What follows belongs to an exercise in optimizing a design on an open flow for small area; a production flow would make more cautious choices. Only simulation tests tie the RTL to the original design; equivalence was not proved.

File: flow/config.mk
export PLATFORM = sky130hd
export DESIGN_NAME = FloatingPointMultiplier
export DESIGN_NICKNAME = FloatingPointMultiplier
export VERILOG_FILES = /design/flow/design.v
export SDC_FILE = /design/flow/constraint.sdc
export NUM_CORES = 4
export LEC_CHECK = 0
export CAP_MARGIN = 20
export CORE_MARGIN = 2
export CORE_UTILIZATION = 40
export SLEW_MARGIN = 20
File: flow/constraint.sdc
create_clock -name core_clock -period 6.8 [get_ports {clk_pll}]
set_input_delay 1.3600 -clock core_clock [delete_from_list [all_inputs] [get_ports {clk_pll}]]
set_output_delay 1.3600 -clock core_clock [all_outputs]
set_load 0.01 [all_outputs]
File: flow/design.v
`timescale 1ns / 1ps
module FPExpAdder(
	input wire [7 : 0] in,
	input wire [7 : 0] change,
	output reg [7 : 0] out
    );
	reg [8 : 0] res;
	always @(*)
	begin
		res = in + change;
		out = res[7:0];
		if(in[7] == 1'b0 && change[7] == 1'b0)
		begin
			if(res[7]) 
			begin
				out = 127;
			end
		end
		else if(in[7] == 1'b1 && change[7] == 1'b1)
		begin
			if(!res[7]) 
			begin
				out = -128;
			end
		end
	end
endmodule
`timescale 1ns / 1ps
module FloatingPointMultiplier( 
	input wire [26 : 0] in_1,
	input wire [26 : 0] in_2,
	input wire clk_pll,
	output wire [26 : 0] out
    );
	wire in_1_sign;
	wire [7 : 0] in_1_exp;
	wire [17 : 0] in_1_fraction;
	wire in_2_sign;
	wire [7 : 0] in_2_exp;
	wire [17 : 0] in_2_fraction;
	reg out_sign;
	reg [7 : 0] out_exp;
	reg [17 : 0] out_fraction;
	assign in_1_sign = in_1[26];
	assign in_1_exp = in_1[25 : 18];
	assign in_1_fraction = in_1[17 : 0];
	assign in_2_sign = in_2[26];
	assign in_2_exp = in_2[25 : 18];
	assign in_2_fraction = in_2[17 : 0];
	assign out[26] = out_sign;
	assign out[25 : 18] = out_exp;
	assign out[17 : 0] = out_fraction;
	reg [7 : 0] fp_exp_adder_in;
	reg [7 : 0] fp_exp_adder_change;
	wire [7 : 0] fp_exp_adder_out;
	FPExpAdder fp_exp_adder (
		.in(fp_exp_adder_in),
		.change(fp_exp_adder_change),
		.out(fp_exp_adder_out)
	);
	reg pipe_sign;
	reg [7:0] pipe_exp;
	reg [35:0] pipe_prod;
	always @(posedge clk_pll)
	begin
		pipe_sign <= in_1_sign ^ in_2_sign;
		pipe_prod <= in_1_fraction * in_2_fraction;
		pipe_exp <= fp_exp_adder_out;
	end
	always @(*)
	begin
		fp_exp_adder_in = in_1_exp;
		fp_exp_adder_change = in_2_exp;
	end
	reg [7 : 0] fp_exp_sub_adder_in;
	reg [7 : 0] fp_exp_sub_adder_change;
	wire [7 : 0] fp_exp_sub_adder_out;
	FPExpAdder fp_exp_sub_adder (
		.in(fp_exp_sub_adder_in),
		.change(fp_exp_sub_adder_change),
		.out(fp_exp_sub_adder_out)
	);
	always @(*)
	begin
		out_sign = pipe_sign;
		fp_exp_sub_adder_in = pipe_exp;
		if(pipe_prod[35])
		begin
			fp_exp_sub_adder_change = 0;
			out_fraction = pipe_prod[35:18];
		end
		else
		begin
			fp_exp_sub_adder_change = -1;
			out_fraction = pipe_prod[34:17];
		end
		out_exp = fp_exp_sub_adder_out;
	end
endmodule
File: flow/run.sh
#!/bin/bash
# synth_recipe.tcl (not shown) runs the flow's synth.tcl, then flattens the netlist and writes it again
# the make line also repeats each setting of config.mk as NAME=value (left out here)
make -C /OpenROAD-flow-scripts/flow DESIGN_CONFIG=/design/flow/config.mk WORK_HOME=/design/flow/orfs CLKGATE_MAP_FILE= SYNTH_SCRIPT=/design/flow/synth_recipe.tcl finish
==> results.json <==
{
  "status": "complete, no violations",
  "cts_tree": "yes",
  "nNetsFinal": 2023,
  "cp-start-kind": "input pin",
  "final_common_cell": "inv_1",
  "path_class": "in -> reg",
  "max_freq_mhz": 151,
  "vias": 9694,
  "utilization": 0.531,
  "first_pass_iters": 5,
  "hold_path_end": "pipe_sign$_DFF_P_",
  "grt.overflow.total": 0,
  "hold_depth": 2,
  "cts_sinks": 28,
  "die_h_um": 176,
  "drive_gt1_frac": 0.218,
  "die_w_um": 176,
  "grt_first_pass_wirelength_um": 51000,
  "antenna_found_initial": 0,
  "n_fill_cell": 2688,
  "yosys_warnings": 2,
  "endpoint_kind": "flop",
  "area_delta_synth_final_pct": 29.8,
  "finalCritPeriodShare": 0.974,
  "clk_pin_slew_worst_paths_ns": 0.06,
  "routed_wl_um": 30700,
  "synth_area_leader_cell": "fa_1",
  "place_hpwl_um": 25300,
  "cts-hold-fix-buffers": 0,
  "grt_usage": 0.204,
  "ios": 82,
  "core_region_area_um2": 28900,
  "clock_tree.root_cell": "clkbuf_16",
  "synth_area_um2": 11800,
  "post_drt_wl_per_cell_um": 15.6,
  "synth_cells": 1351,
  "synth.top_cell.area_share": 0.435,
  "yosys_register_bits": 28,
  "synthTopCellsByArea": "fa_1, ha_1, inv_1",
  "final_cell_mix": "inv_1, fa_1, nand2_1",
  "placed_cell_area_um2": 14200,
  "dieArea_um2": 31000,
  "max_cap_viol_count": 0,
  "ctsHtreeMaxLevel": 1,
  "hold_viol": 0,
  "hold_start": "in_1[26]",
  "finalSetupViolCount": 0,
  "cp.arrival_ns": 6.81,
  "seq_area_frac_synth": 0.0474,
  "hold_path.class": "in -> reg",
  "synth.distinct_cells": 50,
  "slew_violations": 0,
  "place_congestion": 0.877,
  "design_area_um2": 15400,
  "port_buffers": 81,
  "grt_max_degree": 23,
  "first_global_vias": 10800,
  "num_antenna_cells": 0,
  "detail-route-antenna-nets": 0,
  "cp_max_fo": 7,
  "row_count": 62,
  "slew_headroom": 0.634,
  "fin_crit_ns": 6.62,
  "syn_avg_cell_area_um2": 8.76,
  "clk_path_buf_depth": 2,
  "cts_buffers": 3,
  "crit_required_ns": 6.99,
  "start_util": 0.409,
  "syn_nets": 1788,
  "tightest_slew_ns": 0.549,
  "drt-initial-drc-count": 432,
  "vias_per_cell": 4.92,
  "whs_ns": 1.67,
  "drc": 0,
  "rsz0062_at_grt": "yes"
}
==> per-layer routing <==
| layer | vias up | wire length, µm | global-route usage |
|---|---|---|---|
| met1 | 4922 | 12400 | 0.241 |
| met4 | 0 | 677 | 0.0420 |
| met5 | - | 0 | 0 |
| li1 | 4509 | - | - |
| met3 | 54 | 1330 | 0.0209 |
| met2 | 209 | 16300 | 0.397 |
==> worst max path at each step <==
stage	from	end	slack, ns	cells past startpoint
after floorplan	in_1[9]	pipe_prod[30]$_DFF_P_	0.001	20
after global routing	in_1[13]	pipe_prod[35]$_DFF_P_	-0.04	23
final	in_1[11]	pipe_prod[29]$_DFF_P_	0.18	21
after CTS	in_2[11]	pipe_prod[29]$_DFF_P_	0.001	22
after global placement	in_1[5]	pipe_prod[31]$_DFF_P_	-0.55	22
after detailed placement	in_1[5]	pipe_prod[30]$_DFF_P_	-0.61	20
==> critical path, stage by stage <==
cell,delay [ns]
dlygate4sd2_1,0.26
buf_6,0.14
and2_4,0.14
fa_1,0.53
inv_1,0.05
fa_1,0.52
fa_1,0.51
inv_2,0.04
fa_1,0.50
fa_1,0.51
inv_2,0.04
fa_1,0.49
inv_2,0.05
ha_4,0.30
nand2_4,0.07
nor4_4,0.25
a31oi_4,0.10
a2111oi_4,0.52
nor3b_4,0.10
o21bai_2,0.15
xor2_1,0.16
==> cells in the mapped netlist, drive strengths merged <==
cell type	instances
nand4	10
or2	2
and3b	1
ha	125
nand2b	2
a2111oi	1
o21ai	25
o211ai	4
o31ai	3
inv	304
nor3b	1
buf	4
or3	1
and4	1
a21boi	2
nor3	6
mux2	17
o211a	2
o21a	4
a21o	13
fa	257
xnor2	20
a31oi	3
dfxtp	28
o22ai	1
nand2	218
a41oi	1
o21bai	6
nand3	5
and2	134
xor2	11
and3	5
nor2	23
clkbuf	50
a311oi	2
nor4	2
a211oi	3
nor2b	4
a21oi	50
==> flip-flops by register name (all words and copies together), names as in the netlist <==
register	cells
pipe_prod	19
pipe_sign	1
pipe_exp	8
==> per-stage QoR <==
step,setup TNS [ns],std cells,setup slack (ns)
5_1_grt,-0.144,1969,-0.0423
4_1_cts,0,1945,0.00116
3_5_place_dp,-6.99,1914,-0.614
2_1_floorplan,0,1351,0.00120
6_report,0,1969,0.177
3_3_place_gp,-6.06,1914,-0.546
==> kinds of logic (layout without fill, tap and decap cells) <==
| kind of cell | Yosys count | after routing | synth area share |
|---|---|---|---|
| adder cells (fa/ha/maj) | 382 | 382 | 0.567 |
| AND/OR/NAND/NOR | 415 | 415 | 0.170 |
| XOR/XNOR | 31 | 31 | 0.0229 |
| buffers and inverters | 358 | 592 | 0.114 |
| flip-flops | 28 | 28 | 0.0474 |
| multiplexers | 17 | 17 | 0.0162 |
| AO/OA/AOI/OAI | 120 | 120 | 0.0629 |
==> final cells by class <==
cell class | instances | area [µm²] | share of cell area
Clock buffer | 4 | 88.8 | 0.00578
Inverter | 304 | 1140 | 0.0743
Multi-Input combinational cell | 965 | 10400 | 0.677
Sequential cell | 28 | 561 | 0.0365
Tap cell | 384 | 480 | 0.0313
Timing Repair Buffer | 284 | 2700 | 0.176
==> what timing repair did <==
item                       in CTS  in global routing
resized for setup              83                152
pin swaps                      50                 89
setup buffers                  27                 20
gates cloned                    2                  8
setup endpoints to repair      13                 12

-- afterwards: timing with drivers on the ports --
The results above use ideal ports. As a check the final layout listed here was re-extracted and re-timed, cells and wires unchanged. Step 1: set_driving_cell puts a clkbuf_16 on clk_pll and a buf_2 on each other input, an assumption about the parent block. Step 2 also shifts input and output timing later by t, the mid clock arrival at the registers, as if the neighbouring blocks saw the same clock. a / b / c = ideal ports / drivers / drivers and shift; a / b = the first two.
shift t [ns]: 0.288
slack for setup (ns): 0.177 / 0.188 / -0.100
hold slack, ns: 1.669 / 1.661 / 1.949
cell pins on the clock port's net: 1
Met with ideal ports but missed after step 2: setup timing in this run. The setup slack of this run moves by +0.011 ns with the drivers and by -0.277 ns with both steps.
